From an optimization exercise on the open Yosys and OpenROAD flow, aimed at small area; shortcuts taken in it are not production practice.
Function was checked by simulation only, so behaviour that the tests miss may differ from the original.
Power is estimated from default activity; no workload was simulated.

==> v3 <==
==> flow/design.v (excerpt) <==
module Shooter_top
	(
		CLOCK_50,
		RESETN,
		SW,
		PS2_CLK,
		PS2_DAT,
		HEX3,
		HEX2,
		HEX1,
		HEX0,
		LEDR,
		PIX_X,
		PIX_Y,
		PIX_COLOUR
	);
export LEC_CHECK = 0
export CAP_MARGIN = 20
export CORE_MARGIN = 2
export CORE_UTILIZATION = 50
export GPL_ROUTABILITY_DRIVEN = 1
export GPL_TIMING_DRIVEN = 0
export SLEW_MARGIN = 20
create_clock -name core_clock -period 20.0 [get_ports {CLOCK_50}]
standard.sh (not shown) runs the stock make flow with config.mk's settings and CLKGATE_MAP_FILE= SYNTH_SCRIPT=/design/flow/synth_recipe.tcl, a recipe that flattens the netlist after the stock synthesis.
==> flow/flow/run.sh <==
#!/bin/bash
# Standard ORFS layout, with one extra step: after the standard synthesis, the
# combinational logic between the registers is re-optimised with ABC (deepsyn); every
# register instance is kept as the standard synthesis made it.
set -euo pipefail
cd "$(dirname "$0")/.."
WORK=$PWD
R=$WORK/orfs/results/$FLOW_PLATFORM/Shooter_top/base
LIB=$FLOW_HOME/platforms/$FLOW_PLATFORM/lib/sky130_fd_sc_hd__tt_025C_1v80.lib
YOSYS=$(command -v yosys || echo /OpenROAD-flow-scripts/tools/install/yosys/bin/yosys)

# 1. standard synthesis
bash standard.sh $R/1_2_yosys.v > synth_standard.log 2>&1
cp $R/1_2_yosys.v $WORK/std_1_2_yosys.v

# 2. re-optimise the logic
DU=$(grep -o 'cell *( *"\?sky130_fd_sc_hd__\(lpflow\|probe\)[a-z0-9_]*' $LIB | sed 's/.*(\s*"\?//' | sort -u | sed 's/^/-dont_use /' | tr '\n' ' ')
sed -e "s|@LIB@|$LIB|g" -e "s|@IN@|$WORK/std_1_2_yosys.v|g" -e "s|@OUT@|$WORK/reopt.v|g" \
    -e "s|@DU@|$DU|g" -e "s|@TOP@|$FLOW_TOP|g" flow/reopt.ys > reopt_run.ys
$YOSYS -s reopt_run.ys > reopt.log 2>&1
n0=$(grep -c 'sky130_fd_sc_hd__df' $WORK/std_1_2_yosys.v)
n1=$(grep -c 'sky130_fd_sc_hd__df' $WORK/reopt.v)
if [[ "$n0" != "$n1" ]]; then echo "register count changed: $n0 -> $n1" >&2; exit 1; fi
cp $WORK/reopt.v $R/1_2_yosys.v
touch $R/1_2_yosys.v

# 3. the rest of the standard layout
bash standard.sh > layout.log 2>&1
==> flow/flow/reopt.ys <==
read_liberty -ignore_miss_func @LIB@
read_verilog @IN@
hierarchy -top @TOP@
setattr -mod -set keep_hierarchy 1 sky130_fd_sc_hd__df*
flatten
hierarchy -top @TOP@
setattr -mod -set blackbox 1 sky130_fd_sc_hd__df*
opt -purge
tee -o reopt_stat_before.txt stat
abc -liberty @LIB@ @DU@ -script "+strash; dc2; &get -n; &deepsyn -T 120; &put; dch; amap; topo"
opt_clean -purge
hilomap -singleton -hicell sky130_fd_sc_hd__conb_1 HI -locell sky130_fd_sc_hd__conb_1 LO
splitnets
opt_clean -purge
tee -o reopt_stat.txt stat -liberty @LIB@
write_verilog -noattr -noexpr -nohex -nodec @OUT@
==> inputs of v28, as changes to v3 <==
--- a/flow/design.v
+++ b/flow/design.v
@@ -26,30 +26,28 @@
 			default: tcls = 3'b000;
 		endcase
 	end
 	wire	win = (num == 4'd10);
 	always @(posedge clock) begin
-		if (neg && num != 4'd0 && num <= 4'd8)
-			temp <= {ps2_dat, temp[7:1]};
-		d1 <= ps2_state;
-		d2 <= d1;
-		dat_ready <= ~d2 & d1;
-	end
-	always @(posedge clock) begin
 		if (!rst_n) begin
 			c1 <= 1'b0; c2 <= 1'b0; c3 <= 1'b0;
 			num <= 4'd0;
+			temp <= 8'd0;
 			key_flag <= 1'b0;
 			ps2_state <= 1'b1;
 			cls <= 3'b000;
+			d1 <= 1'b0; d2 <= 1'b0; dat_ready <= 1'b0;
 			gun_dir <= 2'b00;
 			shooting <= 1'b0;
 			bombing <= 1'b0;
 		end else begin
 			c1 <= ps2_clk; c2 <= c1; c3 <= c2;
-			if (neg)
+			if (neg) begin
 				num <= win ? 4'd0 : num + 4'd1;
+				if (num != 4'd0 && num <= 4'd8)
+					temp <= {ps2_dat, temp[7:1]};
+			end
 			if (win) begin
 				if (temp == 8'hf0)
 					key_flag <= 1'b1;
 				else if (!key_flag) begin
 					ps2_state <= 1'b1;
@@ -57,10 +55,13 @@
 				end else begin
 					ps2_state <= 1'b0;
 					key_flag <= 1'b0;
 				end
 			end
+			d1 <= ps2_state;
+			d2 <= d1;
+			dat_ready <= ~d2 & d1;
 			if (cls[2])
 				gun_dir <= cls[1:0];
 			shooting <= dat_ready & (cls == 3'b001);
 			bombing <= dat_ready & (cls == 3'b010);
 		end
@@ -204,57 +205,46 @@
 			if (mpos[7*j+4+:3] == 3'b000 && (!mpos[7*j+3] || mpos[7*j+1+:2] == 2'b00))
 				anygun = 1'b1;		 
 			nalive = nalive + alive[j];
 		end
 	end
+	wire	bomb_eff = bombing && (num_bomb != 2'd0);	 
 	reg	[2:0]	kadd;
 	reg	[6:0]	hsum;
 	reg			sat;
 	always @* begin
-		if (bombing)
+		if (bomb_eff)
 			kadd = (nalive == 3'd4) ? 3'd3 : nalive;
 		else
 			kadd = 3'd1;
 		hsum = h + kadd;
-		sat = s0 || (hsum >= 7'd50) || (bombing && nalive == 3'd4 && hsum == 7'd49);
+		sat = s0 || (hsum >= 7'd50) || (bomb_eff && nalive == 3'd4 && hsum == 7'd49);
 	end
 	wire	[6:0]	new_score = sat ? {6'd49, 1'b1} : {hsum[5:0], 1'b0};
 	wire	rs = reset;
 	wire	e_shot = !rs && shooting;
 	wire	e_spawn = !rs && !shooting && t_spawn;
 	wire	e_bt = !rs && !shooting && !t_spawn && t_ball;
 	wire	e_mt = !rs && !shooting && !t_spawn && !t_ball && t_mon;
 	wire	free = !rs && !shooting && !t_spawn && !t_ball && !t_mon;
 	wire	e_col = free && anycol;
 	wire	e_gun = free && !anycol && anygun;
-	wire	bomb_eff = bombing && (num_bomb != 2'd0);
-	always @(posedge clock) begin
-		if (state == RUN) begin
-			if (e_shot)
-				bray[2*addr_b+:2] <= gun_dir;
-			if (e_spawn) begin
-				mdir[2*addr_m+:2] <= sp_dir;
-				size_monster[addr_m] <= sp_size;
-				mf[addr_m] <= 1'b0;
-			end
-			if (e_mt)
-				for (j = 0; j < 4; j = j + 1)
-					if (alive[j] && !mf[j] && mpos[7*j+:7] == 7'd0)
-						mf[j] <= 1'b1;
-		end
-	end
 	reg	[6:0]	b, d;
 	always @(posedge clock) begin
 		if (!rst_n) begin
 			state <= IDLE;
 			num_bomb <= 2'd3;
 			play_hp <= 2'd3;
 			h <= 6'd0;
 			s0 <= 1'b0;
 			addr_b <= 3'd0;
 			addr_m <= 2'd0;
+			size_monster <= 4'd0;
+			mdir <= 8'd0;
+			mf <= 4'd0;
 			mpos <= {4{MDEAD}};
+			bray <= 16'd0;
 			bpos <= {8{BDEAD}};
 		end else begin
 			case (state)
 				IDLE: begin
 					num_bomb <= 2'd3;
@@ -269,14 +259,18 @@
 					end
 				end
 				RUN: begin
 					if (e_shot) begin
 						addr_b <= addr_b + 3'd1;
+						bray[2*addr_b+:2] <= gun_dir;
 						bpos[7*addr_b+:7] <= 7'd10;
 					end
 					if (e_spawn) begin
 						addr_m <= addr_m + 2'd1;
+						mdir[2*addr_m+:2] <= sp_dir;
+						size_monster[addr_m] <= sp_size;
+						mf[addr_m] <= 1'b0;
 						mpos[7*addr_m+:7] <= sp_dir[0] ? 7'd50 : 7'd70;
 					end
 					if (e_bt)
 						for (i = 0; i < 8; i = i + 1) begin
 							b = bpos[7*i+:7];
@@ -289,10 +283,11 @@
 						for (j = 0; j < 4; j = j + 1) begin
 							d = mpos[7*j+:7];
 							if (alive[j]) begin
 								if (!mf[j]) begin
 									if (d == 7'd0) begin
+										mf[j] <= 1'b1;
 										mpos[7*j+:7] <= 7'd1;
 									end else
 										mpos[7*j+:7] <= dec7(d);
 								end else
 									mpos[7*j+:7] <= (d == (mdir[2*j] ? 7'd55 : 7'd75)) ? MDEAD : inc7(d);
@@ -339,37 +334,33 @@
 	output reg	[3:0]	y2,
 	output reg	[3:0]	y3);
 	reg	[1:0]	state;
 	reg	[6:0]	A;
 	reg	[3:0]	temp;
-	wire		ge10 = (A >= 7'd10);
-	always @(posedge clock) begin
-		case (state)
-			2'd0: begin
-				A <= bin;
-				temp <= 4'd0;
-			end
-			2'd1: ;
-			default: begin
-				if (ge10) begin
-					A <= A - 7'd10;
-					temp <= temp + 4'd1;
-				end
-			end
-		endcase
-	end
 	always @(posedge clock) begin
 		if (!rst_n) begin
 			state <= 2'd0;
+			A <= 7'd0;
+			temp <= 4'd0;
 			y2 <= 4'd0;
 			y3 <= 4'd0;
 		end else begin
 			case (state)
-				2'd0: state <= 2'd1;
-				2'd1: state <= 2'd2;
+				2'd0: begin
+					A <= bin;
+					temp <= 4'd0;
+					state <= 2'd1;
+				end
+				2'd1: begin
+					temp <= 4'd0;
+					state <= 2'd2;
+				end
 				default: begin
-					if (!ge10) begin
+					if (A >= 7'd10) begin
+						A <= A - 7'd10;
+						temp <= temp + 4'd1;
+					end else begin
 						y2 <= temp;
 						y3 <= A[3:0];
 						state <= 2'd0;
 					end
 				end
==> flow/flow/run.sh (replaced) <==
#!/bin/bash
# The standard ORFS layout with three changes:
#  - after the standard synthesis, the combinational logic between the registers is
#    re-optimised with ABC (deepsyn with several random seeds, in rounds, as a beam
#    search keeping the smallest netlists); every register instance is kept exactly as
#    the standard synthesis made it, which the script checks;
#  - every port still gets its own buffer, but the smallest one (buf_1);
#  - the clock tree uses clkbuf_16 sink buffers under clkbuf_4, without dummy loads.
# Each tool writes its full output to its own log in this folder (synth_standard.log,
# reopt/*.log, reopt.log, layout.log; ORFS's own logs are under orfs/logs).
set -euo pipefail
cd "$(dirname "$0")/.."
WORK=$PWD
R=$WORK/orfs/results/$FLOW_PLATFORM/Shooter_top/base
LIB=$FLOW_HOME/platforms/$FLOW_PLATFORM/lib/sky130_fd_sc_hd__tt_025C_1v80.lib
YOSYS=$(command -v yosys || echo /OpenROAD-flow-scripts/tools/install/yosys/bin/yosys)
JOBS=14
ROUNDS=3
T=300

# 1. standard synthesis
bash standard.sh $R/1_2_yosys.v > synth_standard.log 2>&1
cp $R/1_2_yosys.v $WORK/std_1_2_yosys.v

# 2. re-optimise the logic
DU=$(grep -o 'cell *( *"\?sky130_fd_sc_hd__\(lpflow\|probe\)[a-z0-9_]*' $LIB | sed 's/.*(\s*"\?//' | sort -u | sed 's/^/-dont_use /' | tr '\n' ' ')
area() { grep 'Chip area' "$1" | awk '{print $NF}'; }
mkdir -p reopt
# beam search: each round starts its jobs from the BEAM smallest netlists so far
BEAM=4
beam=($WORK/std_1_2_yosys.v)
for r in $(seq 1 $ROUNDS); do
  for k in $(seq 0 $((JOBS - 1))); do
    if (( k % 2 == 0 )); then m="dch -f; amap"; else m="dch; amap"; fi
    if (( k % 4 < 2 )); then pre="strash; dc2"; else pre="strash"; fi
    src=${beam[$(( k % ${#beam[@]} ))]}
    sc="$pre; \&get -n; \&deepsyn -T $T -S $(( (r * JOBS + k) % 101 )); \&put; $m; topo"
    sed -e "s|@LIB@|$LIB|g" -e "s|@IN@|$src|g" -e "s|@OUT@|$WORK/reopt/r${r}_$k.v|g" \
        -e "s|@DU@|$DU|g" -e "s|@TOP@|$FLOW_TOP|g" -e "s|@SCRIPT@|$sc|" \
        -e "s|@STAT@|$WORK/reopt/r${r}_$k.stat|" flow/reopt.ys > reopt/r${r}_$k.ys
    $YOSYS -s reopt/r${r}_$k.ys > reopt/r${r}_$k.log 2>&1 &
  done
  wait
  for f in $WORK/reopt/r*_*.stat; do
    a=$(area $f || true)
    if [[ -f ${f%.stat}.v && -n "$a" ]]; then echo "$a ${f%.stat}.v"; fi
  done | sort -g > reopt/ranking.txt
  mapfile -t beam < <(head -n $BEAM reopt/ranking.txt | awk '{print $2}')
  echo "round $r: best $(head -n 1 reopt/ranking.txt)" >> reopt.log
done
best=$(head -n 1 reopt/ranking.txt | awk '{print $2}')
cp $best $WORK/reopt.v

regs() { grep -o 'sky130_fd_sc_hd__[es]\?df[a-z0-9_]* [^ ]*' "$1" | sort; }
if ! cmp -s <(regs $WORK/std_1_2_yosys.v) <(regs $WORK/reopt.v); then
  echo "registers changed by the re-optimisation" >&2; exit 1
fi
cp $WORK/reopt.v $R/1_2_yosys.v
touch $R/1_2_yosys.v

# 3. the rest of the standard layout; every port still gets its own buffer, the
# smallest one (buf_1)
export BUFFER_PORTS_ARGS="-buffer_cell sky130_fd_sc_hd__buf_1"
# clock tree: clusters of up to 22 registers, each driven by a clkbuf_16, clkbuf_4 above
# them, no dummy loads
export CTS_ARGS="-sink_clustering_enable -repair_clock_nets -sink_clustering_size 22 -sink_clustering_max_diameter 120 -dont_use_dummy_load -buf_list sky130_fd_sc_hd__clkbuf_4 -sink_clustering_buffer sky130_fd_sc_hd__clkbuf_16"
bash standard.sh > layout.log 2>&1
==> flow/flow/reopt.ys (replaced) <==
read_liberty -ignore_miss_func @LIB@
read_verilog @IN@
hierarchy -top @TOP@
setattr -mod -set keep_hierarchy 1 sky130_fd_sc_hd__df* sky130_fd_sc_hd__edf* sky130_fd_sc_hd__sdf*
flatten
hierarchy -top @TOP@
setattr -mod -set blackbox 1 sky130_fd_sc_hd__df* sky130_fd_sc_hd__edf* sky130_fd_sc_hd__sdf*
opt -purge
abc -liberty @LIB@ @DU@ -script "+@SCRIPT@"
opt_clean -purge
hilomap -singleton -hicell sky130_fd_sc_hd__conb_1 HI -locell sky130_fd_sc_hd__conb_1 LO
splitnets
opt_clean -purge
tee -o @STAT@ stat -liberty @LIB@
write_verilog -noattr -noexpr -nohex -nodec @OUT@
--- a/flow/config.mk
+++ b/flow/config.mk
@@ -5,9 +5,11 @@
 export SDC_FILE = /design/flow/constraint.sdc
 export NUM_CORES = 8
 export LEC_CHECK = 0
 export CAP_MARGIN = 20
 export CORE_MARGIN = 2
-export CORE_UTILIZATION = 50
+export CORE_UTILIZATION = 40
+export CTS_CLUSTER_DIAMETER = 120
+export CTS_CLUSTER_SIZE = 22
 export GPL_ROUTABILITY_DRIVEN = 1
 export GPL_TIMING_DRIVEN = 0
 export SLEW_MARGIN = 20
==> flow_summary.yaml <==
run_status:
  status: "finished clean"
finish:
  final-clk-cell-share_pct: 1.73
  clkbuf_count: 16
power:
  switching_power_uw: 370
drt:
  first_iter_violations: 3930
  route.detailed.drc: 0
clock_network:
  clock_path_buffers: 3
  clock_sinks: 246
  cts-root-buf: "clkbuf_4"
(the above is from v28)
==> flow_summary.yaml <==
run_status:
  lastStage: "netlist read-in after synthesis"
  status: "did not finish"
  error: "[ERROR ORD-2013] instance _3173_.A_reg LEF master $_DFF_P_ not found."
yosys:
  yosys_warnings: 5
(the above is from v3)

-- port drivers added, routing unchanged --
The flow's constraints put no driver on any port. The routed layout listed below was extracted and timed again, unchanged, in two steps.
Step 1 (the two cells are an assumption about what drives the block):
set clk [get_ports {CLOCK_50}]
set_driving_cell -lib_cell sky130_fd_sc_hd__clkbuf_16 $clk
set_driving_cell -lib_cell sky130_fd_sc_hd__buf_2 [delete_from_list [all_inputs] $clk]
Step 2 adds t to the input delays and takes it off the output delays; t is the mean of the earliest and latest rising clock arrival at the registers after step 1. Input paths then give back, and output paths get back, about the clock's delay inside the block.
a / b / c = ideal ports / drivers / drivers and shift; a / b = the first two.
run: v28
t, ns: 0.803
slack for setup (ns): 6.623 / 6.623 / 6.623
slew at the worst register clock pin (ns): 0.11 / 0.11
worst slew at a driven data input, ns: 0.04
After both steps v28 still meets setup and hold. For v28, drivers alone change the setup slack by 0.000 ns; drivers and shift together by 0.000 ns.
